What follows belongs to an exercise in optimizing a design on an open flow for small area; a production flow would make more cautious choices. RTL that was checked went through simulation tests only; none was proved equivalent to the original. Function not checked in runs 1 to 3: the RTL went through the layout flow alone. Power and IR drop assume default switching activity.

==> flow/design.v, too long to show whole: its modules and the start of the top module <==
// module vga_clkgen: 22 lines
// module vga_vtim: 82 lines
// module vga_tgen: 55 lines
// module vga_colproc: 295 lines
// module vga_fifo: 43 lines
// module vga_fifo_dc: 71 lines
// module vga_pgen: 236 lines
// module vga_csm_pb: 52 lines
// module vga_wb_master: 233 lines
// module vga_wb_slave: 254 lines
// module vga_enh_top: 282 lines
module vga_enh_top (
	wb_clk_i, wb_rst_i, wb_inta_o,
	wbs_adr_i, wbs_dat_i, wbs_dat_o, wbs_sel_i, wbs_we_i, wbs_stb_i, wbs_cyc_i, wbs_ack_o, wbs_rty_o, wbs_err_o,
	wbm_adr_o, wbm_dat_i, wbm_cti_o, wbm_bte_o, wbm_sel_o, wbm_we_o, wbm_stb_o, wbm_cyc_o, wbm_ack_i, wbm_err_i,
	clut_mem_adr_o, clut_mem_we_o, clut_mem_d_o, clut_mem_q_i,
	line_mem_wadr_o, line_mem_we_o, line_mem_d_o, line_mem_radr_o, line_mem_q_i,
	hsync_pad_o, vsync_pad_o, csync_pad_o, blank_pad_o, r_pad_o, g_pad_o, b_pad_o
	);
  // ...
==> flow/flow/run.sh <==
#!/bin/bash
# The standard layout (standard.sh), with three changes:
#  - after the standard synthesis, its combinational logic is re-mapped for
#    area (registers untouched: same names, same cells)
#  - port buffers use the smallest buffer cell
#  - clock tree: sink clusters of up to 20 flip-flops, no dummy loads
set -euo pipefail
HERE=$(cd "$(dirname "$0")" && pwd)
R=orfs/results/$FLOW_PLATFORM/vga_enh_top/base
LIB=$FLOW_HOME/platforms/$FLOW_PLATFORM/lib/sky130_fd_sc_hd__tt_025C_1v80.lib

bash standard.sh synth > flow_synth.log 2>&1
cp $R/1_2_yosys.v $R/1_2_yosys.standard.v
bash "$HERE/remap.sh" $R/1_2_yosys.standard.v $R/1_2_yosys.v "$LIB" "$FLOW_TOP" remap.log
rm -f $R/1_synth.odb $R/1_synth.sdc

export BUFFER_PORTS_ARGS="-buffer_cell sky130_fd_sc_hd__buf_1"
export CTS_ARGS="-sink_clustering_enable -repair_clock_nets -dont_use_dummy_load -sink_clustering_size 20 -sink_clustering_max_diameter 60 -buf_list sky130_fd_sc_hd__clkbuf_16"
bash standard.sh > flow_layout.log 2>&1
==> flow/flow/area.abc <==
strash
&get -n
&fraig -x
&put
scorr
dc2
dch -f
&get -n
&st
&dch -f
&nf -a -R 1000
&put
==> flow/flow/dont_use.txt <==
-dont_use sky130_fd_sc_hd__probe_p_8 -dont_use sky130_fd_sc_hd__probec_p_8 -dont_use sky130_fd_sc_hd__lpflow_bleeder_1 -dont_use sky130_fd_sc_hd__lpflow_clkbufkapwr_1 -dont_use sky130_fd_sc_hd__lpflow_clkbufkapwr_16 -dont_use sky130_fd_sc_hd__lpflow_clkbufkapwr_2 -dont_use sky130_fd_sc_hd__lpflow_clkbufkapwr_4 -dont_use sky130_fd_sc_hd__lpflow_clkbufkapwr_8 -dont_use sky130_fd_sc_hd__lpflow_clkinvkapwr_1 -dont_use sky130_fd_sc_hd__lpflow_clkinvkapwr_16 -dont_use sky130_fd_sc_hd__lpflow_clkinvkapwr_2 -dont_use sky130_fd_sc_hd__lpflow_clkinvkapwr_4 -dont_use sky130_fd_sc_hd__lpflow_clkinvkapwr_8 -dont_use sky130_fd_sc_hd__lpflow_decapkapwr_12 -dont_use sky130_fd_sc_hd__lpflow_decapkapwr_3 -dont_use sky130_fd_sc_hd__lpflow_decapkapwr_4 -dont_use sky130_fd_sc_hd__lpflow_decapkapwr_6 -dont_use sky130_fd_sc_hd__lpflow_decapkapwr_8 -dont_use sky130_fd_sc_hd__lpflow_inputiso0n_1 -dont_use sky130_fd_sc_hd__lpflow_inputiso0p_1 -dont_use sky130_fd_sc_hd__lpflow_inputiso1n_1 -dont_use sky130_fd_sc_hd__lpflow_inputiso1p_1 -dont_use sky130_fd_sc_hd__lpflow_inputisolatch_1 -dont_use sky130_fd_sc_hd__lpflow_isobufsrc_1 -dont_use sky130_fd_sc_hd__lpflow_isobufsrc_16 -dont_use sky130_fd_sc_hd__lpflow_isobufsrc_2 -dont_use sky130_fd_sc_hd__lpflow_isobufsrc_4 -dont_use sky130_fd_sc_hd__lpflow_isobufsrc_8 -dont_use sky130_fd_sc_hd__lpflow_isobufsrckapwr_16 -dont_use sky130_fd_sc_hd__lpflow_lsbuf_lh_hl_isowell_tap_1 -dont_use sky130_fd_sc_hd__lpflow_lsbuf_lh_hl_isowell_tap_2 -dont_use sky130_fd_sc_hd__lpflow_lsbuf_lh_hl_isowell_tap_4 -dont_use sky130_fd_sc_hd__lpflow_lsbuf_lh_isowell_4 -dont_use sky130_fd_sc_hd__lpflow_lsbuf_lh_isowell_tap_1 -dont_use sky130_fd_sc_hd__lpflow_lsbuf_lh_isowell_tap_2 -dont_use sky130_fd_sc_hd__lpflow_lsbuf_lh_isowell_tap_4 -dont_use sky130_fd_sc_hd__fill_1 -dont_use sky130_fd_sc_hd__fill_2 -dont_use sky130_fd_sc_hd__fill_4 -dont_use sky130_fd_sc_hd__fill_8 
==> flow/flow/remap.sh <==
#!/bin/bash
# usage: remap.sh IN.v OUT.v LIB TOP LOG
# Re-maps the combinational logic of the standard synthesis netlist for area.
# Sequential cells (and tie cells) are kept as black boxes, so every register
# keeps its instance name and cell type.
set -euo pipefail
IN=$1; OUT=$2; LIB=$3; TOP=$4; LOG=$5
HERE=$(cd "$(dirname "$0")" && pwd)
YOSYS=$(command -v yosys || echo "$FLOW_HOME/../tools/install/yosys/bin/yosys")
SEQ=$(grep -o 'sky130_fd_sc_hd__[a-z0-9_]*' "$IN" | sort -u | grep -E '__(e?df|sdf|dl|conb)' | tr '\n' ' ')
cat > remap.ys <<EOT
read_liberty -ignore_miss_func $LIB
blackbox $SEQ
read_verilog $IN
hierarchy -top $TOP
flatten
rename -hide w:*.*
opt_clean -purge
opt -fast
abc -liberty $LIB $(cat "$HERE/dont_use.txt") -script $HERE/area.abc
opt_clean -purge
splitnets
opt_clean -purge
setundef -zero
hilomap -singleton -hicell sky130_fd_sc_hd__conb_1 HI -locell sky130_fd_sc_hd__conb_1 LO
insbuf -buf sky130_fd_sc_hd__buf_4 A X
opt_clean -purge
write_verilog -noattr -noexpr -nohex -nodec $OUT
stat -liberty $LIB
EOT
"$YOSYS" -l "$LOG" -q remap.ys
==> flow/standard.sh <==
#!/bin/bash
# synth_recipe.tcl (not shown) runs the flow's synth.tcl, then flattens the netlist and writes it again
# the make line also repeats each setting of config.mk as NAME=value (left out here)
make -C /OpenROAD-flow-scripts/flow DESIGN_CONFIG=/design/flow/config.mk WORK_HOME=/design/flow/orfs CLKGATE_MAP_FILE= SYNTH_SCRIPT=/design/flow/synth_recipe.tcl "${@:-finish}"
==> flow/config.mk <==
export PLATFORM = sky130hd
export DESIGN_NAME = vga_enh_top
export DESIGN_NICKNAME = vga_enh_top
export VERILOG_FILES = /design/flow/design.v
export SDC_FILE = /design/flow/constraint.sdc
export NUM_CORES = 4
export LEC_CHECK = 0
export CAP_MARGIN = 20
export CORE_MARGIN = 2
export CORE_UTILIZATION = 40
export SLEW_MARGIN = 20
==> flow/constraint.sdc <==
create_clock -name core_clock -period 10.0 [get_ports {wb_clk_i}]
set_input_delay 2.0000 -clock core_clock [delete_from_list [all_inputs] [get_ports {wb_clk_i}]]
set_output_delay 2.0000 -clock core_clock [all_outputs]
set_load 0.01 [all_outputs]
==> out/metrics.yaml, run 1 <==
run_status:
  status: "complete, no violations"
global_route:
  grt_pass1_vias: 39782
  met3_usage: 0.0561
  use_met1: 0.319
  grt_antenna_before_repair: 27
floorplan:
  placeableCoreArea_um2: 151000
  initial_core_util: 0.402
  fp.dieW_um: 394
drt:
  ant_nets: 0
  drt_iter0_drc: 5437
  vias_per_cell: 5.84
cells_and_area:
  seq_cell_count: 1542
  regArea_um2: 40500
  area_growth_pct: 12.8
  final_layout_size_suffix_gt1_frac: 0.0987
  final_cell_count_no_fill: 7150
  fin_area_um2: 68600
  final_nets: 5253
  layout_common_cells: "959 x edfxtp_1, 775 x nand2_1, 571 x dfxtp_1"
  largestRegisters: "wbm.data_fifo.mem x528, pixel_generator.rgb_mem x288"
  largest_reg_flops: 528
  clkCellAreaFrac: 0.0438
logic_synthesis:
  ys_warn_count: 17
setup_path:
  crit_type: "flip-flop to primary output"
  r2r_end: "wbm.vmemA[31]$_DFFE_PP_"
  crit_family: "buffers and inverters"
  setup.worst_path.end_class: "primary output"
  slowest_delay_ns: 0.75
  crit_end: "clut_mem_adr_o[3]"
sta:
  rsz0062_at_grt: "no"
  hold_ws_ns: 0.322
  hold_viol: 0
  setup_slack_ns: 4.13
clock_network:
  htree_levels: 3
placed_design:
  dp_slack_ns: 3.96
pwr:
  max-vdd-ir-drop_mv: 0.161
  pwr-share-clk: 0.377
  pg_clk_mw: 4.21
==> run 2: changes to the inputs <==
==> flow/run.sh (new file) <==
#!/bin/bash
# synth_recipe.tcl (not shown) runs the flow's synth.tcl, then flattens the netlist and writes it again
# the make line also repeats each setting of config.mk as NAME=value (left out here)
make -C /OpenROAD-flow-scripts/flow DESIGN_CONFIG=/design/flow/config.mk WORK_HOME=/design/flow/orfs CLKGATE_MAP_FILE= SYNTH_SCRIPT=/design/flow/synth_recipe.tcl finish
removed: flow/flow/run.sh
removed: flow/flow/area.abc
removed: flow/flow/dont_use.txt
removed: flow/flow/remap.sh
removed: flow/standard.sh
==> run 2 against run 1 <==
- still clean on timing, DRC and antenna
- fmax is 3.5% lower
- worst setup slack worse by 0.22 ns
- count of clock-buffer cells in the layout is 95 higher
- first-iteration DRC count is 0.57% higher
- cell count is 4.3% higher
- synthesized cell count is 9.8% higher
- area after synthesis is 5.0% higher
- final area is 8.4% higher
==> out/metrics.yaml, run 2 <==
run_status:
  status: "complete, no violations"
sta:
  finalMaxSlewViolations: 0
  hold_ws_ns: 0.323  # +0.000797 ns
  tightestPinTransition_ns: 1.13
  skew_ns: 0.0341
  hold_viol: 0  # unchanged
  max_freq_mhz: 164
  finalSetupViolCount: 0
  rsz0062_at_grt: "no"
  tns_ns: 0
  fin_crit_sh: 0.608
  slew-limit-headroom: 0.248
  period_minus_slack_ns: 6.08
drt:
  drt_iter0_drc: 5468  # +0.57%
  dr.pass1.iters: 9
  ant_nets: 0  # unchanged
  wl_per_cell_um: 25.6
  vias_per_cell: 5.81  # -0.47%
  drc: 0
  via_count: 43322
  drt_wl_total_um: 191000
setup_path:
  r2r_cells: 7
  critPathLaunchType: "flip-flop"
  worstPathMaxFanout: 44
  crit_type: "flip-flop to primary output"
  rr_startpoint: "pixel_generator.color_proc.c_state[1]$_SDFFE_PN0P_"
  cp.required_ns: 8.00
  r2r_end: "pixel_generator.rgb_mem[2][4]$_DFFE_PP_"
  r2r_slack_ns: 6.10
  setup.worst_path.end_class: "primary output"
  worstPathArrival_ns: 4.08
  crit_end: "line_mem_d_o[3]"
clock_network:
  clock-sinks: 1542
  cts_setup_buffers: 0
  clk_pin_slew_ns: 0.06
  cts_tree: "yes"
  clock_latency_ns: 0.82
  cts-buffers-inserted: 163
  htree_levels: 4  # +1
  cts.hold.buffers_added: 0
  ctsRootBufferMaster: "clkbuf_16"
  cts_buffer_depth: 3
  ctsResizeCount: 0
logic_synthesis:
  ys_warn_count: 17  # unchanged
  synth_edf_count: 959
  ys_seq_elements: 1542
  syn-instance-count: 5039
  synth_commonest_cells: "959 x edfxtp_1, 877 x nand2_1, 583 x dfxtp_1"
  ys_seq_area_frac: 0.634
  synthTopCellsByArea: "edfxtp_1 45%, dfxtp_1 18%, mux4_2 8.4%"
  ys_types: 88
  async_flop_share: 0
  yosysMostFrequentCell: "edfxtp_1"
  yosysTopAreaCellShare: 0.451
  synth_ff_type: "edfxtp_1"
  postSynthAreaPerCell_um2: 12.7
  synth_top_area_cell: "edfxtp_1"
  syn-cell-area_um2: 63800
placed_design:
  portBuffers: 304
  finalWeightedCongestion: 0.900
  dp_hpwl_um: 121000
floorplan:
  rows: 146
  ioPinCount: 316
  placeableCoreArea_um2: 158000  # +4.6%
  initial_core_util: 0.403  # +0.00126
  dieArea_um2: 163000
  chipHeight_um: 403
  fp.dieW_um: 403  # +2.4%
pwr:
  p_seq_frac: 0.516
  sw_frac_of_total: 0.211
  leakage_nw: 23.8
  internal-power_mw: 10.3
  p_comb_frac: 0.020
  pwr-share-clk: 0.464  # +0.087
  p_per_area_nw_per_um2: 176
  max-vdd-ir-drop_mv: 0.191  # +18%
  switchingPower_mw: 2.76
global_route:
  grt_max_degree: 122
  grt_overflow: 0
  grt_pass1_wl_um: 277000
  grt_use_total: 0.230
  grt_antenna_before_repair: 34  # +26%
  grt_pass1_vias: 40317  # +1.3%
cells_and_area:
  fill_cells: 13855
  area_growth_pct: 16.5
  regArea_um2: 40500  # unchanged
  regMostFlops: "wbm.data_fifo.mem"
  layout_commonest_cell: "edfxtp_1"
  multiInputGateArea_um2: 21900
  final_nets: 5419  # +3.2%
  largestRegisters: "wbm.data_fifo.mem x528, pixel_generator.rgb_mem x288"
  layout_common_cells: "959 x edfxtp_1, 876 x nand2_1, 571 x dfxtp_1"
  final_layout_size_suffix_gt1_frac: 0.131  # +0.0319
  largest_reg_flops: 528  # unchanged
min_path:
  worstHoldStart: "pixel_generator.hsync$_DFF_P_"
  hold_class: "flip-flop to flip-flop"
flow_run:
  cap_violations: 0
-- run 2: cell type report --
cell class | count | share of cell area
Clock inverter | 81 | 0.0115
Sequential cell | 1542 | 0.545
Inverter | 69 | 0.00348
Antenna cell | 8 | 0.000269
Timing Repair Buffer | 396 | 0.0504
Clock buffer | 215 | 0.0605
Tap cell | 2072 | 0.0349
Multi-Input combinational cell | 3072 | 0.294
-- run 2: layer usage --
layer	global-route usage	vias to the layer above	part of all wire
li1	-	19276	-
met3	0.0508	342	0.098
met1	0.337	21637	0.43
met2	0.335	2043	0.43
met5	0	-	0.00084
met4	0.0822	24	0.034
-- run 2: worst min-delay path by stage --
stage / end / cells after the start
3_5_place_dp: line_fifo.rrst$_DFF_P_ / 0
5_1_grt: line_fifo.ssrptr[3]$_DFF_P_ / 0
6_report: pixel_generator.hsync_o$_DFF_P_ / 0
4_1_cts: line_fifo.ssrptr[3]$_DFF_P_ / 0
3_3_place_gp: line_fifo.sswptr[5]$_DFF_P_ / 0
2_1_floorplan: line_fifo.rrst$_DFF_P_ / 0
-- run 2: logic make-up (layout without fill, tap and decap cells) --
group | after synthesis | in the layout | synth area share
fa+ha+maj | 40 | 40 | 0.00808
simple gates | 1502 | 1502 | 0.105
flops | 1542 | 1542 | 0.634
other cells | 2 | 17 | 0.000118
compound gates | 1000 | 1000 | 0.100
mux | 365 | 365 | 0.105
xor+xnor | 156 | 156 | 0.0214
buf+inv | 432 | 761 | 0.0267
-- run 2: worst max-delay path, stage by stage, from the launching register on --
cell             delay (ns)
dfxtp_4                0.72
buf_4                  0.81
mux4_2                 0.37
mux2i_1                0.07
o21ai_0                0.59
clkdlybuf4s50_1        0.68
-- run 2: metrics by stage --
stage	instance area, um2	instances	power [mW]	worst slack, ns	utilization
2_1_floorplan	63800	5046	6.96	4.84	-
3_3_place_gp	69000	7149	7.13	4.19	0.435
3_5_place_dp	69000	7149	7.14	4.19	0.435
4_1_cts	74300	7445	13.2	3.61	0.469
5_1_grt	74300	7449	13.4	3.53	0.469
6_report	74400	7455	13.1	3.92	0.469
-- run 2: power by group through the flow --
stage / sequential (mW) / clock, mW / combinational, mW
after floorplan: 6.89 / 0 / 0.0713
after global placement: 6.88 / 0 / 0.250
after detailed placement: 6.88 / 0 / 0.255
after CTS: 6.75 / 6.16 / 0.256
after global routing: 6.75 / 6.42 / 0.271
final: 6.75 / 6.06 / 0.261
==> run 3: changes to the inputs <==
--- a/flow/config.mk
+++ b/flow/config.mk
@@ -8,4 +8,7 @@
 export CAP_MARGIN = 20
 export CORE_MARGIN = 2
 export CORE_UTILIZATION = 40
+export CTS_BUF_LIST = sky130_fd_sc_hd__clkbuf_16
+export CTS_CLUSTER_DIAMETER = 60
+export CTS_CLUSTER_SIZE = 20
 export SLEW_MARGIN = 20
==> run 3 against run 2 <==
- clock power decreased by 17%
- largest power group unchanged
- clock skew increased by 0.034 ns
- critical endpoint unchanged
- final area decreased by 1.6%
- cell count decreased by 0.95%
- synthesized cell count unchanged
- fmax increased by 0.57%
==> out/metrics.yaml, run 3 <==
logic_synthesis:
  postSynthAreaPerCell_um2: 12.7  # unchanged
  synth_commonest_cells: "959 x edfxtp_1, 877 x nand2_1, 583 x dfxtp_1"
  ys_types: 88  # unchanged
  syn-instance-count: 5039  # unchanged
  synthTopCellsByArea: "edfxtp_1 45%, dfxtp_1 18%, mux4_2 8.4%"
  syn-cell-area_um2: 63800  # unchanged
  synth_edf_count: 959  # unchanged
  async_flop_share: 0  # unchanged
  synth_ff_type: "edfxtp_1"
  yosysTopAreaCellShare: 0.451  # unchanged
  ys_seq_elements: 1542  # unchanged
  yosysMostFrequentCell: "edfxtp_1"
  ys_warn_count: 17  # unchanged
  synth_top_area_cell: "edfxtp_1"
  ys_seq_area_frac: 0.634  # unchanged
clock_network:
  cts_buffer_depth: 3  # unchanged
  clock-sinks: 1542  # unchanged
  cts.hold.buffers_added: 0  # unchanged
  clock_latency_ns: 0.80  # -0.02 ns
  ctsResizeCount: 0  # unchanged
  cts_tree: "yes"
  clk_pin_slew_ns: 0.08  # +0.02 ns
  cts_setup_buffers: 0  # unchanged
  ctsRootBufferMaster: "clkbuf_16"
  cts-buffers-inserted: 119  # -27%
  htree_levels: 3  # -1
sta:
  period_minus_slack_ns: 6.05  # -0.0346 ns
  tns_ns: 0  # unchanged
  slew-limit-headroom: 0.242  # -0.00548
  max_freq_mhz: 165  # +0.57%
  fin_crit_sh: 0.605  # -0.00346
  hold_viol: 0  # unchanged
  tightestPinTransition_ns: 1.12  # -0.00185 ns
  rsz0062_at_grt: "no"
  finalSetupViolCount: 0  # unchanged
  skew_ns: 0.0684  # +0.0343 ns
  setup_slack_ns: 3.95  # +0.0346 ns
  finalMaxSlewViolations: 0  # unchanged
floorplan:
  chipHeight_um: 403  # unchanged
  placeableCoreArea_um2: 158000  # unchanged
  fp.dieW_um: 403  # unchanged
  rows: 146  # unchanged
  initial_core_util: 0.403  # unchanged
  ioPinCount: 316  # unchanged
  dieArea_um2: 163000  # unchanged
setup_path:
  cp_slowest_cell: "buf_4"
  critPathLaunchType: "flip-flop"
  crit_type: "flip-flop to primary output"
  worstPathMaxFanout: 44  # unchanged
  setup.worst_path.end_class: "primary output"
  worstPathArrival_ns: 4.05  # -0.03 ns
  slowest_delay_ns: 0.81  # about the same
  crit_chain: "buf_4 > mux4_2 > mux2i_1 > o21ai_0 > clkdlybuf4s50_1"
  cp.required_ns: 8.00  # about the same
  crit_buf_inv: 2  # unchanged
  crit_family: "buffers and inverters"
placed_design:
  dp_hpwl_um: 121000  # unchanged
  portBuffers: 304  # unchanged
  place_inst: 7149  # unchanged
  finalWeightedCongestion: 0.900  # unchanged
  dp_slack_ns: 4.19  # unchanged
pwr:
  leakage_nw: 23.3  # -2.3%
  max-vdd-ir-drop_mv: 0.182  # -4.7%
  p_per_area_nw_per_um2: 165  # -6.3%
cells_and_area:
  layout_common_cells: "959 x edfxtp_1, 876 x nand2_1, 571 x dfxtp_1"
  multiInputGateArea_um2: 21900  # unchanged
  layout_commonest_cell: "edfxtp_1"
  final_nets: 5375  # -0.81%
  final_layout_size_suffix_gt1_frac: 0.124  # -0.00655
  regArea_um2: 40500  # unchanged
  fill_cells: 13958  # +0.74%
  largestRegisters: "wbm.data_fifo.mem x528, pixel_generator.rgb_mem x288"
  final_cell_count_no_fill: 7384  # -0.95%
  area_growth_pct: 14.6
  regMostFlops: "wbm.data_fifo.mem"
  largest_reg_flops: 528  # unchanged
flow_run:
  cap_violations: 0  # unchanged
drt:
  dr.pass1.iters: 10  # +1
  wl_per_cell_um: 25.7  # +0.26%
  ant_nets: 0  # unchanged
  drt_wl_total_um: 190000  # -0.70%
  drt_iter0_drc: 5613  # +2.7%
  drc: 0  # unchanged
  via_count: 42924  # -0.92%
  vias_per_cell: 5.81  # about the same
run_status:
  status: "complete, no violations"
global_route:
  grt_pass1_wl_um: 275000  # -0.89%
  grt_max_degree: 122  # unchanged
  grt_pass1_vias: 39637  # -1.7%
  grt_overflow: 0  # unchanged
  grt_antenna_before_repair: 34  # unchanged
  grt_use_total: 0.227  # -0.00275
min_path:
  hold_class: "flip-flop to flip-flop"
## run 3: cell counts after synthesis
No cell type changed its count.
## run 3: logic make-up (layout without fill, tap and decap cells)
family                     count (synthesis)  after routing  synth area share
DFF                                     1542           1542             0.634
and+or+nand+nor                         1502           1502             0.105
AOI/OAI and AO/OA                       1000           1000             0.100
buffers and inverters                    432            690            0.0267
muxes                                    365            365             0.105
xor gates and xnor gates                 156            156            0.0214
adders and majority gates                 40             40           0.00808
other                                      2             17          0.000118
## run 3: routing by layer
layer  track usage  wire length, um  vias to the layer above
met5             0              181                        -
met4        0.0718             6180                       26
met3        0.0483            18400                      311
met2         0.333            82400                     1953
met1         0.337            82700                    21499
li1              -                -                    19135
## run 3: final cells by class
class	instances	area share
repair buffers	396	0.0512
clock inverters	103	0.0149
flip-flops and latches	1542	0.554
inverters	69	0.00354
well taps	2072	0.0354
clock buffers	122	0.0417
multi-input cells	3072	0.299
diodes	8	0.000274
## run 3: stage by stage
stage | hold WS [ns] | area (um2) | utilization | total power [mW]
floorplan | 0.310 | 63800 | - | 6.96
global placement | 0.313 | 69000 | 0.435 | 7.13
detailed placement | 0.312 | 69000 | 0.435 | 7.14
CTS | 0.324 | 73100 | 0.462 | 12.1
global route | 0.329 | 73100 | 0.462 | 12.4
finish | 0.322 | 73200 | 0.462 | 12.0
## run 3: power breakdown
part | switching (mW) | internal [mW]
clock network | 2.55 | 2.50
logic | 0.170 | 0.0907
registers | 0.00573 | 6.73
total | 2.73 | 9.32
## run 3: path summary, 6_finish.rpt
| check | startpoint | to | depth (start not counted) | slack, ns |
|---|---|---|---|---|
| setup reg to reg | pixel_generator.color_proc.c_state[1]$_SDFFE_PN0P_ | pixel_generator.rgb_mem[2][9]$_DFFE_PP_ | 7 | 6.13 |
| hold reg to reg | line_fifo.srptr[0]$_DFF_P_ | line_fifo.ssrptr[0]$_DFF_P_ | 0 | 0.32 |
| hold / removal | line_fifo.srptr[0]$_DFF_P_ | line_fifo.ssrptr[0]$_DFF_P_ | 0 | 0.32 |
| setup / recovery | flip-flop | line_mem_d_o[3] | 5 | 3.95 |
==> module vga_vtim, before the edit <==
module vga_vtim(clk, ena, rst, Tsync, Tgdel, Tgate, Tlen, Sync, Gate, Done);
	input clk;  
	input ena;  
	input rst;  
	input [ 7:0] Tsync;  
	input [ 7:0] Tgdel;  
	input [15:0] Tgate;  
	input [15:0] Tlen;   
	output Sync;  
	output Gate;  
	output Done;  
	reg Sync;
	reg Gate;
	reg Done;
	reg  [15:0] cnt, cnt_len;
	wire [16:0] cnt_nxt, cnt_len_nxt;
	wire        cnt_done, cnt_len_done;
	assign cnt_nxt = {1'b0, cnt} -17'h1;
	assign cnt_done = cnt_nxt[16];
	assign cnt_len_nxt = {1'b0, cnt_len} -17'h1;
	assign cnt_len_done = cnt_len_nxt[16];
	reg [4:0] state;
	parameter [4:0] idle_state = 5'b00001;
	parameter [4:0] sync_state = 5'b00010;
	parameter [4:0] gdel_state = 5'b00100;
	parameter [4:0] gate_state = 5'b01000;
	parameter [4:0] len_state  = 5'b10000;
	always @(posedge clk)
	  if (rst)
	    begin
	        state   <= idle_state;
	        cnt     <= 16'h0;
	        cnt_len <= 16'b0;
	        Sync    <= 1'b0;
	        Gate    <= 1'b0;
	        Done    <= 1'b0;
	    end
	  else if (ena)
	    begin
	        cnt     <= cnt_nxt[15:0];
	        cnt_len <= cnt_len_nxt[15:0];
	        Done    <= 1'b0;
	        case (state)
	          idle_state:
	            begin
	                state   <= sync_state;
	                cnt     <= Tsync;
	                cnt_len <= Tlen;
	                Sync    <= 1'b1;
	            end
	          sync_state:
	            if (cnt_done)
	              begin
	                  state <= gdel_state;
	                  cnt   <= Tgdel;
	                  Sync  <= 1'b0;
	              end
	          gdel_state:
	            if (cnt_done)
	              begin
	                  state <= gate_state;
	                  cnt   <= Tgate;
	                  Gate  <= 1'b1;
	              end
	          gate_state:
	            if (cnt_done)
	              begin
	                  state <= len_state;
	                  Gate  <= 1'b0;
	              end
	          len_state:
	            if (cnt_len_done)
	              begin
	                  state   <= sync_state;
	                  cnt     <= Tsync;
	                  cnt_len <= Tlen;
	                  Sync    <= 1'b1;
	                  Done    <= 1'b1;
	              end
	        endcase
	    end
endmodule
==> module vga_colproc, before the edit <==
module vga_colproc(clk, srst, vdat_buffer_di, ColorDepth, PseudoColor, 
	vdat_buffer_empty, vdat_buffer_rreq, rgb_fifo_full,
	rgb_fifo_wreq, rgb_early_wreq, r, g, b,
	clut_req, clut_ack, clut_offs, clut_q
	);
	input clk;                     
	input srst;                    
	input [31:0] vdat_buffer_di;   
	input [1:0] ColorDepth;        
	input       PseudoColor;       
	input  vdat_buffer_empty;
	output vdat_buffer_rreq;       
	reg    vdat_buffer_rreq;
	input  rgb_fifo_full;
	output rgb_fifo_wreq;
	reg    rgb_fifo_wreq;
	output       rgb_early_wreq;   
	output [7:0] r, g, b;          
	output        clut_req;        
	reg clut_req;
	input         clut_ack;        
	output [ 7:0] clut_offs;       
	reg [7:0] clut_offs;
	input  [23:0] clut_q;          
	reg [31:0] DataBuffer;
	reg [7:0] Ra, Ga, Ba;
	reg [1:0] colcnt;
	reg RGBbuf_wreq;
	always @(posedge clk)
		if (vdat_buffer_rreq)
			DataBuffer <= vdat_buffer_di;
	parameter idle        = 7'b000_0000, 
	          fill_buf    = 7'b000_0001,
	          bw_8bpp     = 7'b000_0010,
	          col_8bpp    = 7'b000_0100,
	          col_16bpp_a = 7'b000_1000,
	          col_16bpp_b = 7'b001_0000,
	          col_24bpp   = 7'b010_0000,
	          col_32bpp   = 7'b100_0000;
	reg [6:0] c_state;    
	reg [6:0] nxt_state;  
	always @(c_state or vdat_buffer_empty or ColorDepth or PseudoColor or rgb_fifo_full or colcnt or clut_ack)
	begin : nxt_state_decoder
		nxt_state = c_state;
		case (c_state)
			idle:
				if (!vdat_buffer_empty && !rgb_fifo_full)
					nxt_state = fill_buf;
			fill_buf:
				case (ColorDepth)
					2'b00: 
						if (PseudoColor)
							nxt_state = col_8bpp;
						else
							nxt_state = bw_8bpp;
					2'b01:
						nxt_state = col_16bpp_a;
					2'b10:
						nxt_state = col_24bpp;
					2'b11:
						nxt_state = col_32bpp;
				endcase
			bw_8bpp:
				if (!rgb_fifo_full && !(|colcnt) )
					if (!vdat_buffer_empty)
						nxt_state = fill_buf;
					else
						nxt_state = idle;
			col_8bpp:
				if (!(|colcnt))
					if (!vdat_buffer_empty && !rgb_fifo_full)
						nxt_state = fill_buf;
					else
						nxt_state = idle;
			col_16bpp_a:
				if (!rgb_fifo_full)
					nxt_state = col_16bpp_b;
			col_16bpp_b:
				if (!rgb_fifo_full)
					if (!vdat_buffer_empty)
						nxt_state = fill_buf;
					else
						nxt_state = idle;
			col_24bpp:
				if (!rgb_fifo_full)
					if (colcnt == 2'h1)  
						nxt_state = col_24bpp;  
					else if (!vdat_buffer_empty)
						nxt_state = fill_buf;
					else
						nxt_state = idle;
			col_32bpp:
				if (!rgb_fifo_full)
					if (!vdat_buffer_empty)
						nxt_state = fill_buf;
					else
						nxt_state = idle;
		endcase
	end  
	always @(posedge clk)
			if (srst)
				c_state <= idle;
			else
				c_state <= nxt_state;
	reg iclut_req;
	reg ivdat_buf_rreq;
	reg [7:0] iR, iG, iB, iRa, iGa, iBa;
	always @(c_state or vdat_buffer_empty or colcnt or DataBuffer or rgb_fifo_full or clut_ack or clut_q or Ba or Ga or Ra)
	begin : output_decoder
		ivdat_buf_rreq = 1'b0;
		RGBbuf_wreq = 1'b0;
		iclut_req = 1'b0;
		iR  = 'h0;
		iG  = 'h0;
		iB  = 'h0;
		iRa = 'h0;
		iGa = 'h0;
		iBa = 'h0;
		case (c_state)
			idle:
				begin
					if (!rgb_fifo_full)
						if (!vdat_buffer_empty)
							ivdat_buf_rreq = 1'b1;
					RGBbuf_wreq = clut_ack;
					iR = clut_q[23:16];
					iG = clut_q[15: 8];
					iB = clut_q[ 7: 0];
				end
			fill_buf:
				begin
					RGBbuf_wreq = clut_ack;
					iR = clut_q[23:16];
					iG = clut_q[15: 8];
					iB = clut_q[ 7: 0];
				end
			bw_8bpp:
			begin
				if (!rgb_fifo_full)
					begin
						RGBbuf_wreq = 1'b1;
						if ( (!vdat_buffer_empty) && !(|colcnt) )
							ivdat_buf_rreq = 1'b1;
					end
				case (colcnt)
					2'b11:
					begin
						iR = DataBuffer[31:24];
						iG = DataBuffer[31:24];
						iB = DataBuffer[31:24];
					end
					2'b10:
					begin
						iR = DataBuffer[23:16];
						iG = DataBuffer[23:16];
						iB = DataBuffer[23:16];
					end
					2'b01:
					begin
						iR = DataBuffer[15:8];
						iG = DataBuffer[15:8];
						iB = DataBuffer[15:8];
					end
					default:
					begin
						iR = DataBuffer[7:0];
						iG = DataBuffer[7:0];
						iB = DataBuffer[7:0];
					end
				endcase
			end
			col_8bpp:
			begin
				if (!(|colcnt))
					if (!vdat_buffer_empty && !rgb_fifo_full)
						ivdat_buf_rreq = 1'b1;
				RGBbuf_wreq = clut_ack;
				iR = clut_q[23:16];
				iG = clut_q[15: 8];
				iB = clut_q[ 7: 0];
				iclut_req = !rgb_fifo_full || (colcnt[1] ^ colcnt[0]);
			end
			col_16bpp_a:
			begin
				if (!rgb_fifo_full)
					RGBbuf_wreq = 1'b1;
				iR[7:3] = DataBuffer[31:27];
				iG[7:2] = DataBuffer[26:21];
				iB[7:3] = DataBuffer[20:16];
			end
			col_16bpp_b:
			begin
				if (!rgb_fifo_full)
					begin
						RGBbuf_wreq = 1'b1;
						if (!vdat_buffer_empty)
							ivdat_buf_rreq = 1'b1;
					end
				iR[7:3] = DataBuffer[15:11];
				iG[7:2] = DataBuffer[10: 5];
				iB[7:3] = DataBuffer[ 4: 0];
			end
			col_24bpp:
			begin
				if (!rgb_fifo_full)
					begin
						RGBbuf_wreq = 1'b1;
						if ( (colcnt != 2'h1) && !vdat_buffer_empty)
							ivdat_buf_rreq = 1'b1;
					end
				case (colcnt)
					2'b11:
					begin
						iR  = DataBuffer[31:24];
						iG  = DataBuffer[23:16];
						iB  = DataBuffer[15: 8];
						iRa = DataBuffer[ 7: 0];
					end
					2'b10:
					begin
						iR  = Ra;
						iG  = DataBuffer[31:24];
						iB  = DataBuffer[23:16];
						iRa = DataBuffer[15: 8];
						iGa = DataBuffer[ 7: 0];
					end
					2'b01:
					begin
						iR  = Ra;
						iG  = Ga;
						iB  = DataBuffer[31:24];
						iRa = DataBuffer[23:16];
						iGa = DataBuffer[15: 8];
						iBa = DataBuffer[ 7: 0];
					end
					default:
					begin
						iR = Ra;
						iG = Ga;
						iB = Ba;
					end
				endcase
			end
			col_32bpp:
			begin
				if (!rgb_fifo_full)
					begin
						RGBbuf_wreq = 1'b1;
						if (!vdat_buffer_empty)
							ivdat_buf_rreq = 1'b1;
					end
				iR[7:0] = DataBuffer[23:16];
				iG[7:0] = DataBuffer[15:8];
				iB[7:0] = DataBuffer[7:0];
			end
		endcase
	end  
	always @(posedge clk)
		begin
			if (RGBbuf_wreq)
				begin
					Ra <= iRa;
					Ba <= iBa;
					Ga <= iGa;
				end
			if (srst)
				begin
					vdat_buffer_rreq <= 1'b0;
					rgb_fifo_wreq <= 1'b0;
					clut_req <= 1'b0;
				end
			else
				begin
					vdat_buffer_rreq <= ivdat_buf_rreq;
					rgb_fifo_wreq <= RGBbuf_wreq;
					clut_req <= iclut_req;
				end
	end
	assign rgb_early_wreq = RGBbuf_wreq;
	assign r = iR;
	assign g = iG;
	assign b = iB;
	always @(colcnt or DataBuffer)
	  case (colcnt)
	      2'b11: clut_offs = DataBuffer[31:24];
	      2'b10: clut_offs = DataBuffer[23:16];
	      2'b01: clut_offs = DataBuffer[15: 8];
	      2'b00: clut_offs = DataBuffer[ 7: 0];
	  endcase
	always @(posedge clk)
	  if (srst)
	    colcnt <= 2'b11;
	  else if (RGBbuf_wreq)
	    colcnt <= colcnt -2'h1;
endmodule
==> module vga_fifo_dc, before the edit <==
module vga_fifo_dc (rclk, wclk, rclr, wclr, wreq, d, rreq, q, empty, full,
	mem_waddr_o, mem_we_o, mem_d_o, mem_raddr_o, mem_q_i);
	parameter AWIDTH = 7;   
	parameter DWIDTH = 16;  
	input rclk;              
	input wclk;              
	input rclr;              
	input wclr;              
	input wreq;              
	input [DWIDTH -1:0] d;   
	input rreq;              
	output [DWIDTH -1:0] q;  
	output empty;
	reg empty;
	output full;
	reg full;
	output [AWIDTH -1:0] mem_waddr_o;  
	output               mem_we_o;     
	output [DWIDTH -1:0] mem_d_o;      
	output [AWIDTH -1:0] mem_raddr_o;  
	input  [DWIDTH -1:0] mem_q_i;      
	reg rrst, wrst, swclr, sswclr;
	reg [AWIDTH -1:0] rptr, wptr;
	always @(posedge rclk)
	begin
	    swclr  <= wclr;
	    sswclr <= swclr;
	    rrst   <= sswclr;
	    wrst   <= wclr;
	end
	wire [AWIDTH-1:0] rptr_inc = rptr + 1'h1;
	wire [AWIDTH-1:0] wptr_inc = wptr + 1'h1;
	always @(posedge rclk)
	  if (rrst)
	      rptr <= 0;
	  else if (rreq)
	      rptr <= rptr_inc;
	always @(posedge wclk)
	  if (wrst)
	      wptr <= 0;
	  else if (wreq)
	      wptr <= wptr_inc;
	reg [AWIDTH-1:0] srptr, ssrptr;
	reg [AWIDTH-1:0] swptr, sswptr;
	always @(posedge rclk)
	begin
	    swptr  <= wptr;
	    sswptr <= swptr;
	    srptr  <= rptr;
	    ssrptr <= srptr;
	end
	always @(posedge rclk)
	  if (rrst)
	    empty <= 1'b1;
	  else if (rreq)
	    empty <= rptr_inc == sswptr;
	  else
	    empty <= empty & (rptr == sswptr);
	always @(posedge wclk)
	  if (wrst)
	    full <= 1'b0;
	  else if (wreq)
	    full <= (wptr + 2'h2) == ssrptr;
	  else
	    full <= full & (wptr_inc == ssrptr);
	assign mem_waddr_o = wptr;
	assign mem_we_o    = wreq;
	assign mem_d_o     = d;
	assign mem_raddr_o = rptr;
	assign q           = mem_q_i;
endmodule
==> module vga_pgen, before the edit <==
module vga_pgen (
	clk_i, ctrl_ven, ctrl_HSyncL, Thsync, Thgdel, Thgate, Thlen,
	ctrl_VSyncL, Tvsync, Tvgdel, Tvgate, Tvlen, ctrl_CSyncL, ctrl_BlankL,
	eoh, eov,
	ctrl_dvi_odf, ctrl_cd, ctrl_pc,
	fb_data_fifo_rreq, fb_data_fifo_empty, fb_data_fifo_q, ImDoneFifoQ,
	stat_acmp, clut_req, clut_adr, clut_q, clut_ack, ctrl_cbsw, clut_switch,
	cursor_adr,
	cursor0_en, cursor0_res, cursor0_xy, cc0_adr_o, cc0_dat_i,
	cursor1_en, cursor1_res, cursor1_xy, cc1_adr_o, cc1_dat_i,
	line_fifo_wreq, line_fifo_full, line_fifo_d, line_fifo_rreq, line_fifo_q,
	pclk_i,
	pclk_o, hsync_o, vsync_o, csync_o, blank_o, r_o, g_o, b_o
);
	input clk_i;  
	input ctrl_ven;            
	input        ctrl_HSyncL;  
	input [ 7:0] Thsync;       
	input [ 7:0] Thgdel;       
	input [15:0] Thgate;       
	input [15:0] Thlen;        
	input        ctrl_VSyncL;  
	input [ 7:0] Tvsync;       
	input [ 7:0] Tvgdel;       
	input [15:0] Tvgate;       
	input [15:0] Tvlen;        
	input ctrl_CSyncL;         
	input ctrl_BlankL;         
	output eoh;                
	reg eoh;
	output eov;                
	reg eov;
	input  [ 1: 0] ctrl_dvi_odf;
	input  [ 1: 0] ctrl_cd;
	input          ctrl_pc;
	input  [31: 0] fb_data_fifo_q;
	input          fb_data_fifo_empty;
	output         fb_data_fifo_rreq;
	input          ImDoneFifoQ;
	output         stat_acmp;    
	reg stat_acmp;
	output         clut_req;
	output [ 8: 0] clut_adr;
	input  [23: 0] clut_q;
	input          clut_ack;
	input          ctrl_cbsw;    
	output         clut_switch;  
	input  [ 8: 0] cursor_adr;   
	input          cursor0_en;   
	input          cursor0_res;  
	input  [31: 0] cursor0_xy;   
	output [ 3: 0] cc0_adr_o;    
	input  [15: 0] cc0_dat_i;    
	input          cursor1_en;   
	input          cursor1_res;  
	input  [31: 0] cursor1_xy;   
	output [ 3: 0] cc1_adr_o;    
	input  [15: 0] cc1_dat_i;    
	input          line_fifo_full;
	output         line_fifo_wreq;
	output [23: 0] line_fifo_d;
	output         line_fifo_rreq;
	input  [23: 0] line_fifo_q;
	input  pclk_i;             
	output pclk_o;             
	output hsync_o;            
	output vsync_o;            
	output csync_o;            
	output blank_o;            
	output [ 7:0] r_o, g_o, b_o;
	reg       hsync_o, vsync_o, csync_o, blank_o;
	reg [7:0] r_o, g_o, b_o;
	reg nVen;  
	wire eol, eof;
	wire ihsync, ivsync, icsync, iblank;
	wire pclk_ena;
	always @(posedge pclk_i)
	  nVen <= ~ctrl_ven;
	vga_clkgen clk_gen(
	  .pclk_i       ( pclk_i       ),
	  .rst_i        ( nVen         ),
	  .pclk_o       ( pclk_o       ),
	  .dvi_pclk_p_o ( dvi_pclk_p_o ),
	  .dvi_pclk_m_o ( dvi_pclk_m_o ),
	  .pclk_ena_o   ( pclk_ena     )
	);
	vga_tgen vtgen(
		.clk(pclk_i),
		.clk_ena ( pclk_ena    ),
		.rst     ( nVen        ),
		.Thsync  ( Thsync      ),
		.Thgdel  ( Thgdel      ),
		.Thgate  ( Thgate      ),
		.Thlen   ( Thlen       ),
		.Tvsync  ( Tvsync      ),
		.Tvgdel  ( Tvgdel      ),
		.Tvgate  ( Tvgate      ),
		.Tvlen   ( Tvlen       ),
		.eol     ( eol         ),
		.eof     ( eof         ),
		.gate    ( gate        ),
		.hsync   ( ihsync      ),
		.vsync   ( ivsync      ),
		.csync   ( icsync      ),
		.blank   ( iblank      )
	);
	reg seol, seof;    
	reg dseol, dseof;  
	always @(posedge clk_i)
	  if (~ctrl_ven)
	    begin
	        seol  <= 1'b0;
	        dseol <= 1'b0;
	        seof  <= 1'b0;
	        dseof <= 1'b0;
	        eoh   <= 1'b0;
	        eov   <= 1'b0;
	    end
	  else
	    begin
	        seol  <= eol;
	        dseol <= seol;
	        seof  <= eof;
	        dseof <= seof;
	        eoh   <= seol & !dseol;
	        eov   <= seof & !dseof;
	    end
	reg hsync, vsync, csync, blank;
	always @(posedge pclk_i)
	    begin
	        hsync <= ihsync ^ ctrl_HSyncL;
	        vsync <= ivsync ^ ctrl_VSyncL;
	        csync <= icsync ^ ctrl_CSyncL;
	        blank <= iblank ^ ctrl_BlankL;
	        hsync_o <= hsync;
	        vsync_o <= vsync;
	        csync_o <= csync;
	        blank_o <= blank;
	    end
	wire [23:0] color_proc_q;            
	wire        color_proc_wreq;
	wire        color_proc_ewreq;
	wire [ 7:0] clut_offs;                
	wire ImDoneFifoQ;
	reg  dImDoneFifoQ, ddImDoneFifoQ;
	wire [23:0] cur1_q;
	wire        cur1_wreq;
	wire [23:0] rgb_fifo_d;
	wire        rgb_fifo_empty, rgb_fifo_full, rgb_fifo_rreq, rgb_fifo_wreq;
	wire sclr = ~ctrl_ven;
	vga_colproc color_proc (
		.clk               ( clk_i               ),
		.srst              ( sclr                ),
		.vdat_buffer_di    ( fb_data_fifo_q      ),  
		.ColorDepth        ( ctrl_cd             ),
		.PseudoColor       ( ctrl_pc             ),
		.vdat_buffer_empty ( fb_data_fifo_empty  ),  
		.vdat_buffer_rreq  ( fb_data_fifo_rreq   ),  
		.rgb_fifo_full     ( rgb_fifo_full       ),
		.rgb_fifo_wreq     ( color_proc_wreq     ),
		.rgb_early_wreq    ( color_proc_ewreq    ),
		.r                 ( color_proc_q[23:16] ),
		.g                 ( color_proc_q[15: 8] ),
		.b                 ( color_proc_q[ 7: 0] ),
		.clut_req          ( clut_req            ),
		.clut_ack          ( clut_ack            ),
		.clut_offs         ( clut_offs           ),
		.clut_q            ( clut_q              )
	);
	always @(posedge clk_i)
	  if (sclr)
	    dImDoneFifoQ <= 1'b0;
	  else if (fb_data_fifo_rreq)
	    dImDoneFifoQ <= ImDoneFifoQ;
	always @(posedge clk_i)
	  if (sclr)
	    ddImDoneFifoQ <= 1'b0;
	  else
	    ddImDoneFifoQ <= dImDoneFifoQ;
	assign clut_switch = ddImDoneFifoQ & !dImDoneFifoQ;
	always @(posedge clk_i)
	  if (sclr)
	    stat_acmp <= 1'b0;
	  else if (ctrl_cbsw)
	    stat_acmp <= stat_acmp ^ clut_switch;   
	assign clut_adr = {stat_acmp, clut_offs};
	assign cur1_wreq = color_proc_wreq;
	assign cur1_q    = color_proc_q;
	assign cc1_adr_o  = 4'h0;
	assign rgb_fifo_wreq = cur1_wreq;
	assign rgb_fifo_d = cur1_q;
	assign cc0_adr_o  = 4'h0;
	reg  [3:0] rgb_fifo_nword;
	reg  [3:0] rgb_rp, rgb_ewp;
	reg        rgb_fifo_empty_r;
	reg [23:0] rgb_mem [0:11];
	wire [3:0] rgb_rp_nxt  = (rgb_rp  == 4'd11) ? 4'd0 : rgb_rp  + 4'd1;
	wire [3:0] rgb_ewp_nxt = (rgb_ewp == 4'd11) ? 4'd0 : rgb_ewp + 4'd1;
	always @(posedge clk_i)
	  if (color_proc_ewreq)
	    rgb_mem[rgb_ewp] <= color_proc_q;
	always @(posedge clk_i)
	  if (sclr)                  rgb_ewp <= 4'd0;
	  else if (color_proc_ewreq) rgb_ewp <= rgb_ewp_nxt;
	always @(posedge clk_i)
	  if (sclr)               rgb_rp <= 4'd0;
	  else if (rgb_fifo_rreq) rgb_rp <= rgb_rp_nxt;
	assign line_fifo_d = rgb_mem[rgb_rp];
	always @(posedge clk_i)
	  if (sclr)
	    rgb_fifo_empty_r <= 1'b1;
	  else
	    rgb_fifo_empty_r <= ((rgb_rp_nxt == rgb_ewp) & rgb_fifo_rreq & ~rgb_fifo_wreq) |
	                        (rgb_fifo_empty_r & ~(rgb_fifo_wreq ^ rgb_fifo_rreq));
	assign rgb_fifo_empty = rgb_fifo_empty_r;
	always @(posedge clk_i)
	  if (sclr)
	    rgb_fifo_nword <= 4'd0;
	  else if (rgb_fifo_wreq & !rgb_fifo_rreq)
	    rgb_fifo_nword <= rgb_fifo_nword + 4'd1;
	  else if (rgb_fifo_rreq & !rgb_fifo_wreq)
	    rgb_fifo_nword <= rgb_fifo_nword - 4'd1;
	assign rgb_fifo_full = rgb_fifo_nword[3];  
	assign line_fifo_rreq = gate & pclk_ena;
	assign rgb_fifo_rreq = ~line_fifo_full & ~rgb_fifo_empty;
	assign line_fifo_wreq = rgb_fifo_rreq;
	wire [7:0] r = line_fifo_q[23:16];
	wire [7:0] g = line_fifo_q[15: 8];
	wire [7:0] b = line_fifo_q[ 7: 0];
	always @(posedge pclk_i)
	  if (pclk_ena) begin
	    r_o <= r;
	    g_o <= g;
	    b_o <= b;
	  end
endmodule
==> run 4: changes to the inputs <==
--- a/flow/design.v
+++ b/flow/design.v
@@ -44,16 +44,13 @@
 	assign cnt_done = cnt_nxt[16];
 	assign cnt_len_nxt = {1'b0, cnt_len} -17'h1;
 	assign cnt_len_done = cnt_len_nxt[16];
-	reg [4:0] state;
-	parameter [4:0] idle_state = 5'b00001;
-	parameter [4:0] sync_state = 5'b00010;
-	parameter [4:0] gdel_state = 5'b00100;
-	parameter [4:0] gate_state = 5'b01000;
-	parameter [4:0] len_state  = 5'b10000;
+	reg gdel_st, len_st;
+	wire idle_st = ~(Sync | gdel_st | Gate | len_st);
 	always @(posedge clk)
 	  if (rst)
 	    begin
-	        state   <= idle_state;
+	        gdel_st <= 1'b0;
+	        len_st  <= 1'b0;
 	        cnt     <= 16'h0;
 	        cnt_len <= 16'b0;
 	        Sync    <= 1'b0;
@@ -65,44 +62,49 @@
 	        cnt     <= cnt_nxt[15:0];
 	        cnt_len <= cnt_len_nxt[15:0];
 	        Done    <= 1'b0;
-	        case (state)
-	          idle_state:
-	            begin
-	                state   <= sync_state;
-	                cnt     <= Tsync;
-	                cnt_len <= Tlen;
-	                Sync    <= 1'b1;
-	            end
-	          sync_state:
-	            if (cnt_done)
-	              begin
-	                  state <= gdel_state;
-	                  cnt   <= Tgdel;
-	                  Sync  <= 1'b0;
-	              end
-	          gdel_state:
-	            if (cnt_done)
-	              begin
-	                  state <= gate_state;
-	                  cnt   <= Tgate;
-	                  Gate  <= 1'b1;
-	              end
-	          gate_state:
-	            if (cnt_done)
-	              begin
-	                  state <= len_state;
-	                  Gate  <= 1'b0;
-	              end
-	          len_state:
-	            if (cnt_len_done)
-	              begin
-	                  state   <= sync_state;
-	                  cnt     <= Tsync;
-	                  cnt_len <= Tlen;
-	                  Sync    <= 1'b1;
-	                  Done    <= 1'b1;
-	              end
-	        endcase
+	        if (idle_st)
+	          begin
+	              cnt     <= Tsync;
+	              cnt_len <= Tlen;
+	              Sync    <= 1'b1;
+	          end
+	        else if (Sync)
+	          begin
+	              if (cnt_done)
+	                begin
+	                    gdel_st <= 1'b1;
+	                    cnt     <= Tgdel;
+	                    Sync    <= 1'b0;
+	                end
+	          end
+	        else if (gdel_st)
+	          begin
+	              if (cnt_done)
+	                begin
+	                    gdel_st <= 1'b0;
+	                    cnt     <= Tgate;
+	                    Gate    <= 1'b1;
+	                end
+	          end
+	        else if (Gate)
+	          begin
+	              if (cnt_done)
+	                begin
+	                    len_st <= 1'b1;
+	                    Gate   <= 1'b0;
+	                end
+	          end
+	        else  
+	          begin
+	              if (cnt_len_done)
+	                begin
+	                    len_st  <= 1'b0;
+	                    cnt     <= Tsync;
+	                    cnt_len <= Tlen;
+	                    Sync    <= 1'b1;
+	                    Done    <= 1'b1;
+	                end
+	          end
 	    end
 endmodule
  `timescale 1ns / 10ps
@@ -193,16 +195,16 @@
 	always @(posedge clk)
 		if (vdat_buffer_rreq)
 			DataBuffer <= vdat_buffer_di;
-	parameter idle        = 7'b000_0000, 
-	          fill_buf    = 7'b000_0001,
-	          bw_8bpp     = 7'b000_0010,
-	          col_8bpp    = 7'b000_0100,
-	          col_16bpp_a = 7'b000_1000,
-	          col_16bpp_b = 7'b001_0000,
-	          col_24bpp   = 7'b010_0000,
-	          col_32bpp   = 7'b100_0000;
-	reg [6:0] c_state;    
-	reg [6:0] nxt_state;  
+	parameter idle        = 3'd0,
+	          fill_buf    = 3'd1,
+	          bw_8bpp     = 3'd2,
+	          col_8bpp    = 3'd3,
+	          col_16bpp_a = 3'd4,
+	          col_16bpp_b = 3'd5,
+	          col_24bpp   = 3'd6,
+	          col_32bpp   = 3'd7;
+	reg [2:0] c_state;
+	reg [2:0] nxt_state;
 	always @(c_state or vdat_buffer_empty or ColorDepth or PseudoColor or rgb_fifo_full or colcnt or clut_ack)
 	begin : nxt_state_decoder
 		nxt_state = c_state;
@@ -544,15 +546,17 @@
 	      wptr <= 0;
 	  else if (wreq)
 	      wptr <= wptr_inc;
-	reg [AWIDTH-1:0] srptr, ssrptr;
-	reg [AWIDTH-1:0] swptr, sswptr;
+	reg d1, d2;  
+	reg e1, e2;  
 	always @(posedge rclk)
 	begin
-	    swptr  <= wptr;
-	    sswptr <= swptr;
-	    srptr  <= rptr;
-	    ssrptr <= srptr;
+	    d1 <= wreq & ~wrst;
+	    d2 <= d1;
+	    e1 <= rreq & ~rrst;
+	    e2 <= e1;
 	end
+	wire [AWIDTH-1:0] sswptr = wptr - d1 - d2;
+	wire [AWIDTH-1:0] ssrptr = rptr - e1 - e2;
 	always @(posedge rclk)
 	  if (rrst)
 	    empty <= 1'b1;
@@ -681,12 +685,11 @@
 		.blank   ( iblank      )
 	);
 	reg seol, seof;    
-	reg dseol, dseof;  
+	reg dseof;         
 	always @(posedge clk_i)
 	  if (~ctrl_ven)
 	    begin
 	        seol  <= 1'b0;
-	        dseol <= 1'b0;
 	        seof  <= 1'b0;
 	        dseof <= 1'b0;
 	        eoh   <= 1'b0;
@@ -695,10 +698,9 @@
 	  else
 	    begin
 	        seol  <= eol;
-	        dseol <= seol;
 	        seof  <= eof;
 	        dseof <= seof;
-	        eoh   <= seol & !dseol;
+	        eoh   <= seol;
 	        eov   <= seof & !dseof;
 	    end
 	reg hsync, vsync, csync, blank;
==> run 4 against run 3 <==
- die area grew 0.21%
- cell count up 1.7%
- critical path depth decreased by 1
- clock power is 0.8% lower
- register-to-register slack better by 0.15 ns
- critical path type is now input port to primary output
- critical endpoint is now clut_mem_adr_o[0]
- highest routed layer unchanged
==> out/metrics.yaml, run 4 <==
global_route:
  grt_pass1_wl_um: 278000  # +1.4%
  grt_use_total: 0.229  # +0.00171
  grt_pass1_vias: 40913  # +3.2%
  grt_max_degree: 135  # +11%
  grt_antenna_before_repair: 21  # -38%
  grt_overflow: 0  # unchanged
drt:
  drt_wl_total_um: 191000  # +0.46%
  ant_nets: 0  # unchanged
  drc: 0  # unchanged
  drt_iter0_drc: 5056  # -9.9%
  vias_per_cell: 5.80  # -0.22%
  via_count: 43565  # +1.5%
  dr.pass1.iters: 6  # -4
  wl_per_cell_um: 25.4  # -1.2%
floorplan:
  ioPinCount: 316  # unchanged
  placeableCoreArea_um2: 159000  # +0.12%
  chipHeight_um: 404  # +0.10%
  fp.dieW_um: 404  # +0.10%
  rows: 146  # unchanged
  dieArea_um2: 163000  # +0.21%
  initial_core_util: 0.403  # about the same
sta:
  rsz0062_at_grt: "no"
  fin_crit_sh: 0.594  # -0.0111
  max_freq_mhz: 168  # +1.9%
  tns_ns: 0  # unchanged
  tightestPinTransition_ns: 1.28  # +0.151 ns
  period_minus_slack_ns: 5.94  # -0.111 ns
  slew-limit-headroom: 0.148  # -0.0948
  setup_slack_ns: 4.06  # +0.111 ns
  finalSetupViolCount: 0  # unchanged
  hold_viol: 0  # unchanged
  skew_ns: 0.0824  # +0.0139 ns
  finalMaxSlewViolations: 0  # unchanged
cells_and_area:
  final_cell_count_no_fill: 7511  # +1.7%
  regArea_um2: 39800  # -1.7%
  layout_common_cells: "959 x edfxtp_1, 924 x nand2_1, 535 x dfxtp_1"
  regMostFlops: "wbm.data_fifo.mem"
  largest_reg_flops: 528  # unchanged
  fill_cells: 14104  # +1.0%
  multiInputGateArea_um2: 22500  # +2.7%
  largestRegisters: "wbm.data_fifo.mem x528, pixel_generator.rgb_mem x288"
  final_layout_size_suffix_gt1_frac: 0.123  # -0.00106
  final_nets: 5519  # +2.7%
  area_growth_pct: 14.2
  fin_util: 0.460  # -0.00143
  layout_commonest_cell: "edfxtp_1"
logic_synthesis:
  yosysTopAreaCellShare: 0.450  # -0.000953
  synth_top_area_cell: "edfxtp_1"
  synth_commonest_cells: "959 x edfxtp_1, 928 x nand2_1, 548 x dfxtp_1"
  ys_warn_count: 17  # unchanged
  synth_xor_area_frac: 0.0218  # +0.000366
  ys_seq_area_frac: 0.622  # -0.0123
  synth_edf_count: 959  # unchanged
  async_flop_share: 0  # unchanged
  synthTopCellsByArea: "edfxtp_1 45%, dfxtp_1 17%, mux4_2 8.3%"
  synth_compound_area_frac: 0.100  # +0.000219
  synthSimpleGateAreaFrac: 0.112  # +0.00757
  post_synth_fa_ha_maj_area_fraction: 0.00986  # +0.00178
  synth_top_family_by_area: "simple AND/OR/NAND/NOR gates"
  synth_ff_type: "edfxtp_1"
  syn-instance-count: 5191  # +3.0%
  ys_seq_elements: 1507  # -2.3%
  syn-cell-area_um2: 64000  # +0.21%
  postSynthAreaPerCell_um2: 12.3  # -2.7%
  synth_mux_area_frac: 0.104  # -0.00120
  yosysMostFrequentCell: "edfxtp_1"
  ys_types: 89  # +1.1%
flow_run:
  cap_violations: 0  # unchanged
setup_path:
  critPathLaunchType: "input port"
  cp_slowest_cell: "clkdlybuf4s50_1"
  slowest_delay_ns: 0.77  # -0.04 ns
  crit_chain: "clkdlybuf4s50_1 > nand2_1 > o31ai_1 > clkdlybuf4s50_1"
  r2r_slack_ns: 6.28  # +0.15 ns
  worstPathMaxFanout: 9  # -80%
  setup.worst_path.end_class: "primary output"
  crit_type: "input port to primary output"
  worstPathArrival_ns: 3.94  # -0.11 ns
  crit_top_cell: "clkdlybuf4s50_1"
  cp.required_ns: 8.00  # about the same
clock_network:
  clock-sinks: 1507  # -2.3%
  clock_latency_ns: 0.79  # about the same
  htree_levels: 3  # unchanged
  cts-buffers-inserted: 117  # -1.7%
  clk_pin_slew_ns: 0.06  # -0.02 ns
  cts_buffer_depth: 3  # unchanged
  cts_setup_buffers: 0  # unchanged
  ctsResizeCount: 0  # unchanged
  ctsRootBufferMaster: "clkbuf_16"
  cts.hold.buffers_added: 0  # unchanged
  cts_tree: "yes"
placed_design:
  finalWeightedCongestion: 0.907  # +0.82%
  dp_slack_ns: 3.97  # -0.223 ns
  dp_hpwl_um: 120000  # -0.21%
  portBuffers: 304  # unchanged
  place_inst: 7288  # +1.9%
pwr:
  p_per_area_nw_per_um2: 163  # -1.3%
  max-vdd-ir-drop_mv: 0.170  # -6.4%
  leakage_nw: 23.2  # -0.56%
min_path:
  hold_class: "flip-flop to flip-flop"
run_status:
  status: "complete, no violations"
-- run 4: cell count changes after synthesis, sizes merged, moves of 11 or more --
| cell | before | now |
|---|---|---|
| a21oi | 406 | 472 |
| nand2 | 877 | 930 |
| nor2 | 204 | 254 |
| a22o | 42 | 7 |
| dfxtp | 583 | 548 |
| buf | 82 | 115 |
| a221oi | 49 | 26 |
| clkbuf | 281 | 264 |
| o211ai | 7 | 24 |
| a22oi | 128 | 141 |
| nor3 | 62 | 74 |
| nand3b | 6 | 17 |
-- run 4: final cells by class --
| cell class | count | area share |
|---|---|---|
| diodes | 8 | 0.000274 |
| clock buffers | 118 | 0.0404 |
| clock inverters | 96 | 0.0156 |
| inverters | 76 | 0.00391 |
| multi-input cells | 3236 | 0.308 |
| flip-flops and latches | 1507 | 0.545 |
| well taps | 2072 | 0.0355 |
| repair buffers | 398 | 0.0514 |
-- run 4: power by group --
part	switching [mW]	total (mW)	internal (mW)
clock	2.45	5.01	2.56
combinational	0.171	0.263	0.0915
sequential	0.00611	6.60	6.59
total	2.63	11.9	9.24
-- run 4: routing by layer --
metal | up-vias | track usage | wire length, um
met5 | - | 0 | 172
met4 | 26 | 0.0648 | 5690
met3 | 289 | 0.0533 | 18000
met2 | 1967 | 0.335 | 82500
met1 | 21796 | 0.339 | 84400
li1 | 19487 | - | -
-- run 4: cells by family (layout without fill, tap and decap cells) --
kind of cell / after synthesis / in the layout
AO/OA/AOI/OAI: 1046 / 1046
XOR/XNOR: 159 / 159
adder cells (fa/ha/maj): 48 / 48
buffers and inverters: 455 / 688
flip-flops: 1507 / 1507
multiplexers: 359 / 359
other: 2 / 17
AND/OR/NAND/NOR: 1615 / 1615
-- run 4: worst max-delay path: cells and delay by family --
kind,cells,cell delay [ns]
buffers and inverters,2,1.45
AO/OA/AOI/OAI,1,0.26
AND/OR/NAND/NOR,1,0.22
-- run 4: final timing paths --
kind	startpoint	cells past startpoint	end
min	line_fifo.sswclr$_DFF_P_	0	line_fifo.rrst$_DFF_P_
min reg2reg	line_fifo.sswclr$_DFF_P_	0	line_fifo.rrst$_DFF_P_
max reg2reg	pixel_generator.color_proc.c_state[0]$_SDFFE_PN0P_	7	pixel_generator.rgb_mem[2][13]$_DFFE_PP_
max	wbs_adr_i[2]	4	clut_mem_adr_o[0]
-- run 4: metrics by stage --
step                      instance area [um2]  hold slack [ns]  total power, mW
after floorplan                         64000            0.310             6.82
after global placement                  68900            0.310             7.00
after detailed placement                68900            0.313             7.00
after CTS                               73000            0.326             12.0
after global routing                    73000            0.333             12.2
final                                   73000            0.326             11.9

[afterwards: timing with drivers on the ports]
The results above use ideal ports. As a check the final layouts listed here were re-extracted and re-timed, cells and wires unchanged. Step 1: set_driving_cell puts a clkbuf_16 on wb_clk_i and a buf_2 on each other input, an assumption about the parent block. Step 2 adds t to the input delays and takes it off the output delays; t is the mean of the earliest and latest rising clock arrival at the registers after step 1. Input paths then give back, and output paths get back, about the clock's delay inside the block. a / b / c = no drivers / after step 1 / after step 2; a / b = the first two.
run	t, ns	slack for setup (ns)	hold WS [ns]	worst register clock-pin slew, ns	worst data-port slew with drivers (ns)
run 1	0.821	4.134 / 4.054 / 3.785	0.322 / 0.322 / 0.322	0.09 / 0.09	0.19
run 2	0.886	3.919 / 3.828 / 4.058	0.323 / 0.323 / 0.323	0.07 / 0.07	0.21
run 3	0.851	3.953 / 3.863 / 4.073	0.322 / 0.322 / 0.322	0.09 / 0.09	0.22
run 4	0.831	4.064 / 3.978 / 3.954	0.326 / 0.326 / 0.326	0.08 / 0.08	0.19
After both steps setup and hold are still met in every run listed. The setup slack of run 1, which loses most, moves by -0.080 ns with the drivers and by -0.349 ns with both steps.
